Background: an optimization exercise with open tools, aiming at small area and a short achievable clock period. Do not read the settings as production practice. No run shown here included a check of the RTL's function; only the layout flow was run. Power figures rest on the tool's default switching activity, not on a simulated workload.

## flow/design.v (module list and top-level ports; edited modules follow where they fit)
// module multiplier_pipelined: 3275 lines
// module mul_fa: 4 lines
// module mul_aoi: 3 lines
// module mul_oai: 3 lines
// module mul_nand: 3 lines
// module mul_nor: 3 lines
// module mul_inv: 3 lines
// module mul_ha: 4 lines
module multiplier_pipelined(
    input clk,
    input logic[31:0] a,
    input logic[31:0] b,
    output logic[63:0] r
);
  // ...
==> flow/run.sh <==
#!/bin/bash
# synth_recipe.tcl (not shown) runs the flow's synth.tcl, then flattens the netlist and writes it again
# the make line also repeats each setting of config.mk as NAME=value (left out here)
make -C /OpenROAD-flow-scripts/flow DESIGN_CONFIG=/design/flow/config.mk WORK_HOME=/design/flow/orfs CLKGATE_MAP_FILE= SYNTH_SCRIPT=/design/flow/synth_recipe.tcl finish
==> flow/config.mk <==
export PLATFORM = sky130hd
export DESIGN_NAME = multiplier_pipelined
export DESIGN_NICKNAME = multiplier_pipelined
export VERILOG_FILES = /design/flow/design.v
export SDC_FILE = /design/flow/constraint.sdc
export NUM_CORES = 4
export LEC_CHECK = 0
export CAP_MARGIN = 20
export CORE_MARGIN = 2
export CORE_UTILIZATION = 40
export SETUP_SLACK_MARGIN = 3.0
export SLEW_MARGIN = 20
export SYNTH_HIERARCHICAL = 1
export TNS_END_PERCENT = 20
==> flow/constraint.sdc <==
create_clock -name core_clock -period 7.5 [get_ports {clk}]
set_input_delay 1.5000 -clock core_clock [delete_from_list [all_inputs] [get_ports {clk}]]
set_output_delay 1.5000 -clock core_clock [all_outputs]
set_load 0.01 [all_outputs]
==> impl_metrics.ini, run 1 <==
[critical_path]
crit_path_end = r[58]
crit_top_cell = nand2_1

[global_route]
grt_antenna_before_repair = 1
grt_max_degree = 35

[cells_and_area]
diodes = 0
sh_seq_area_pct = 14.4
reg.largest.list = x_q (43), y_q (43), a3_q (34)
inverters = 96
area_growth_pct = 11.3
final_cell_area_mm2 = 0.0319
drive_gt1_share_pct = 16.1
largestClassByArea = multi-input gates

[cts]
post_cts_buffers = 5
clk_latency_ns = 0.57
cts_buffers = 25
numClockSinks = 227

[drt]
drc = 0
drt_iter0_drc = 3488

[sta]
setup_viol = 0
post-route-period-util_pct = 62.2

[placement]
hpwl_um = 82400

[power_and_ir_drop]
p_leak_nw = 11.4
p_comb_mw = 13.1
maxPowerGroup = combinational cells

[hold_path]
hp-class = reg -> reg

[outcome]
outcome = complete, no violations
==> run 2: changes to the inputs <==
--- a/flow/config.mk
+++ b/flow/config.mk
@@ -8,7 +8,6 @@
 export CAP_MARGIN = 20
 export CORE_MARGIN = 2
 export CORE_UTILIZATION = 40
-export SETUP_SLACK_MARGIN = 3.0
+export SETUP_SLACK_MARGIN = 3.2
 export SLEW_MARGIN = 20
 export SYNTH_HIERARCHICAL = 1
-export TNS_END_PERCENT = 20
==> impl_metrics.ini, run 2 <==
[placement]
hpwl_um = 79900
dpl-instance-area_mm2 = 0.0302
gp_congestion = 0.992
dp_cells = 3928
place.port_buffers = 128

[drt]
via_count = 26200
wirelength_um = 112000
dr.pass1.iters = 10
postRouteAntennaNets = 0
drt_iter0_drc = 2746
drc = 0
wl_per_cell_um = 28.0
drt-vias-per-instance = 6.55

[sta]
fmax_mhz = 231
post-route-period-util_pct = 57.8
rsz0062_at_grt = yes
min_period_ns = 4.34
whs_ns = 0.753
slew_viol_final = 0
fin_skew_ns = 0.0136
hold_viol_final = 0
worst_slew_pin_slew_ns = 0.900
setup_viol = 0
maxSlewHeadroom_pct = 40.0
fin_tns_setup_ns = 0

[power_and_ir_drop]
p_leak_nw = 11.8
p_seq_share_pct = 13.5
irDropWorstVdd_uv = 294
combinationalPowerShare_pct = 79.7
p_switching_mw = 8.74
internal_power_mw = 8.33
clkPwrFrac_pct = 6.8
switching_share_pct = 51.2
p_per_area_mw_per_mm2 = 518

[logic_synthesis]
synth_area_mm2 = 0.0287
synth_area_leaders = fa_1 (20%), dfxtp_1 (16%), xnor2_1 (12%)
postSynthRegisterBits = 227
syn_area_per_cell_um2 = 9.17
synth-async-reset-ratio_pct = 0
ys.flop_type = dfxtp_1
seq_area_frac_synth_pct = 15.9
synth_cells = 3124
synth-edff-count = 0
yosys.cell_types.count = 60
yosys-top-cells-count = xnor2_1 (390), a221oi_1 (302), a22o_1 (302), clkbuf_1 (302), fa_1 (280)
ys_warn_count = 50
netlist.area_leader.share_pct = 19.6
synth_top_area_cell = fa_1
yosysMostFrequentCell = xnor2_1

[cts]
cts_hold_buf = 0
cts_tree = yes
cts_buffers = 23
clk_latency_ns = 0.54
clk_pin_slew_worst_paths_ns = 0.07
root_buffer = clkbuf_16
htreeDepth = 1
numClockSinks = 227
cts_buffer_depth = 3

[cells_and_area]
final_cell_area_mm2 = 0.0329
num-nets-final = 3535
instances_no_fill = 3996
diodes = 0
seqCellArea_mm2 = 0.00465
most-common-layout-cells = xnor2_1 (387), a22o_1 (302), a221oi_1 (281)
reg.largest.list = x_q (43), y_q (43), a3_q (34)
fillers = 6587
area_growth_pct = 15.0
drive_gt1_share_pct = 20.7
final_common_cell = xnor2_1
multiInputGateArea_mm2 = 0.0237

[global_route]
grt_pass1_wl_um = 166000
grt_usage_pct = 29.2
grt_max_degree = 35
grt_pass1_vias = 25900
overflow = 0
grt_antenna_before_repair = 2

[floorplan]
initial_utilization_pct = 40.2
core_mm2 = 0.0712
io_pins = 129
rows = 98
dieWidth_um = 272
dieArea_mm2 = 0.0738
dieHeight_um = 272

[outcome]
outcome = complete, no violations

[critical_path]
end_kind = output pin
critPathMaxFanout = 4
critical_path_required_ns = 6.00
cp-start-kind = flip-flop
worstSetupPathType = reg -> out
worstPathArrival_ns = 2.84

[run]
max-cap-violations = 0

[hold_path]
hp-class = reg -> reg
-- run 2: path summary, 6_finish.rpt --
kind / slack, ns / to / start / cells past startpoint
worst max-delay path: 3.16 / r[41] / x_q[14] / 8
worst min-delay path: 0.75 / lo_q[0] / a3_q[0] / 3
worst max register to register: 3.28 / p_q[34] / a3_q[17] / 9
worst min register to register: 0.75 / lo_q[0] / a3_q[0] / 3
-- run 2: cells by family (layout without fill, tap and decap cells) --
group | count (synthesis) | count (layout) | synth area share [%]
compound gates | 1103 | 1103 | 30.9
simple gates | 440 | 440 | 6.48
flops | 227 | 227 | 15.9
buf+inv | 481 | 379 | 6.98
other cells | 1 | 25 | 0.0131
xor+xnor | 433 | 433 | 13.2
fa+ha+maj | 439 | 439 | 26.5
-- run 2: area by class of cell --
type / instances / share of cell area, %
multi-input cells: 2440 / 72.0
flip-flops and latches: 227 / 14.1
clock inverters: 10 / 0.334
well taps: 950 / 3.61
repair buffers: 243 / 6.83
clock buffers: 30 / 1.98
inverters: 96 / 1.09
-- run 2: metrics by stage --
step           setup WS [ns]  utilization, %  power, mW
2_1_floorplan           3.34               -       10.3
3_5_place_dp            2.70            42.5       14.6
3_3_place_gp            2.68            42.5       14.6
5_1_grt                 3.02            46.2       18.4
4_1_cts                 2.95            45.0       16.5
6_report                3.16            46.2       17.1
-- run 2: routing by layer --
| metal | global-route usage, % | vias to the layer above | routed length (um) |
|---|---|---|---|
| li1 | - | 11200 | - |
| met1 | 38.4 | 12800 | 44100 |
| met2 | 44.4 | 1836 | 48100 |
| met3 | 9.44 | 391 | 14300 |
| met4 | 11.2 | 2 | 5340 |
| met5 | 0 | - | 12 |
-- run 2: repair_timing --
action | 4_1_cts | 5_1_grt
pin swaps | 28 | 21
setup buffers | 16 | 12
resized for setup | 283 | 201
endpoints found under the setup margin | 75 | 50
-- run 2: power by group through the flow --
stage | Clock (mW) | Combinational, mW | Sequential (mW)
final | 1.16 | 13.6 | 2.31
after global routing | 1.24 | 14.8 | 2.33
after CTS | 1.20 | 13.0 | 2.26
after detailed placement | 0 | 12.4 | 2.25
after global placement | 0 | 12.3 | 2.24
after floorplan | 0 | 8.34 | 1.97
-- run 2: worst max-delay path, cell delays in order (launching register included) --
cell,delay (ns)
dfxtp_1,0.37
ha_4,0.25
a21oi_2,0.27
o21ai_2,0.15
a21oi_2,0.26
o21ai_4,0.12
a21oi_2,0.14
xnor2_1,0.16
clkdlybuf4s50_1,0.57
-- run 2: Yosys stat by module (local to each module, per instance) --
module / cells / flops+latches / copies in the design
mul_inv: 1 / 0 / 20
mul_nand: 1 / 0 / 128
mul_nor: 1 / 0 / 92
mul_oai: 1 / 0 / 128
mul_ha: 1 / 0 / 36
mul_fa: 1 / 0 / 279
mul_aoi: 1 / 0 / 154
multiplier_pipelined: 2287 / 227 / 1

-- static timing again, ports no longer ideal --
The results above use ideal ports. As a check the final layouts listed here were re-extracted and re-timed, cells and wires unchanged. Step 1 (the two cells are an assumption about what drives the block):
set clk [get_ports {clk}]
set_driving_cell -lib_cell sky130_fd_sc_hd__clkbuf_16 $clk
set_driving_cell -lib_cell sky130_fd_sc_hd__buf_2 [delete_from_list [all_inputs] $clk]
Step 2 also shifts input and output timing later by t, the mid clock arrival at the registers, as if the neighbouring blocks saw the same clock. a / b / c = ideal / step 1 / step 2; a / b = the first two.
run	t, ns	setup WS [ns]	hold slack, ns
run 1	0.621	2.837 / 2.772 / 2.859	0.880 / 0.880 / 0.880
run 2	0.599	3.163 / 3.097 / 2.853	0.753 / 0.753 / 0.753
After both steps setup and hold are still met in every run listed. The setup slack of run 2, which loses most, moves by -0.066 ns with the drivers and by -0.310 ns with both steps.
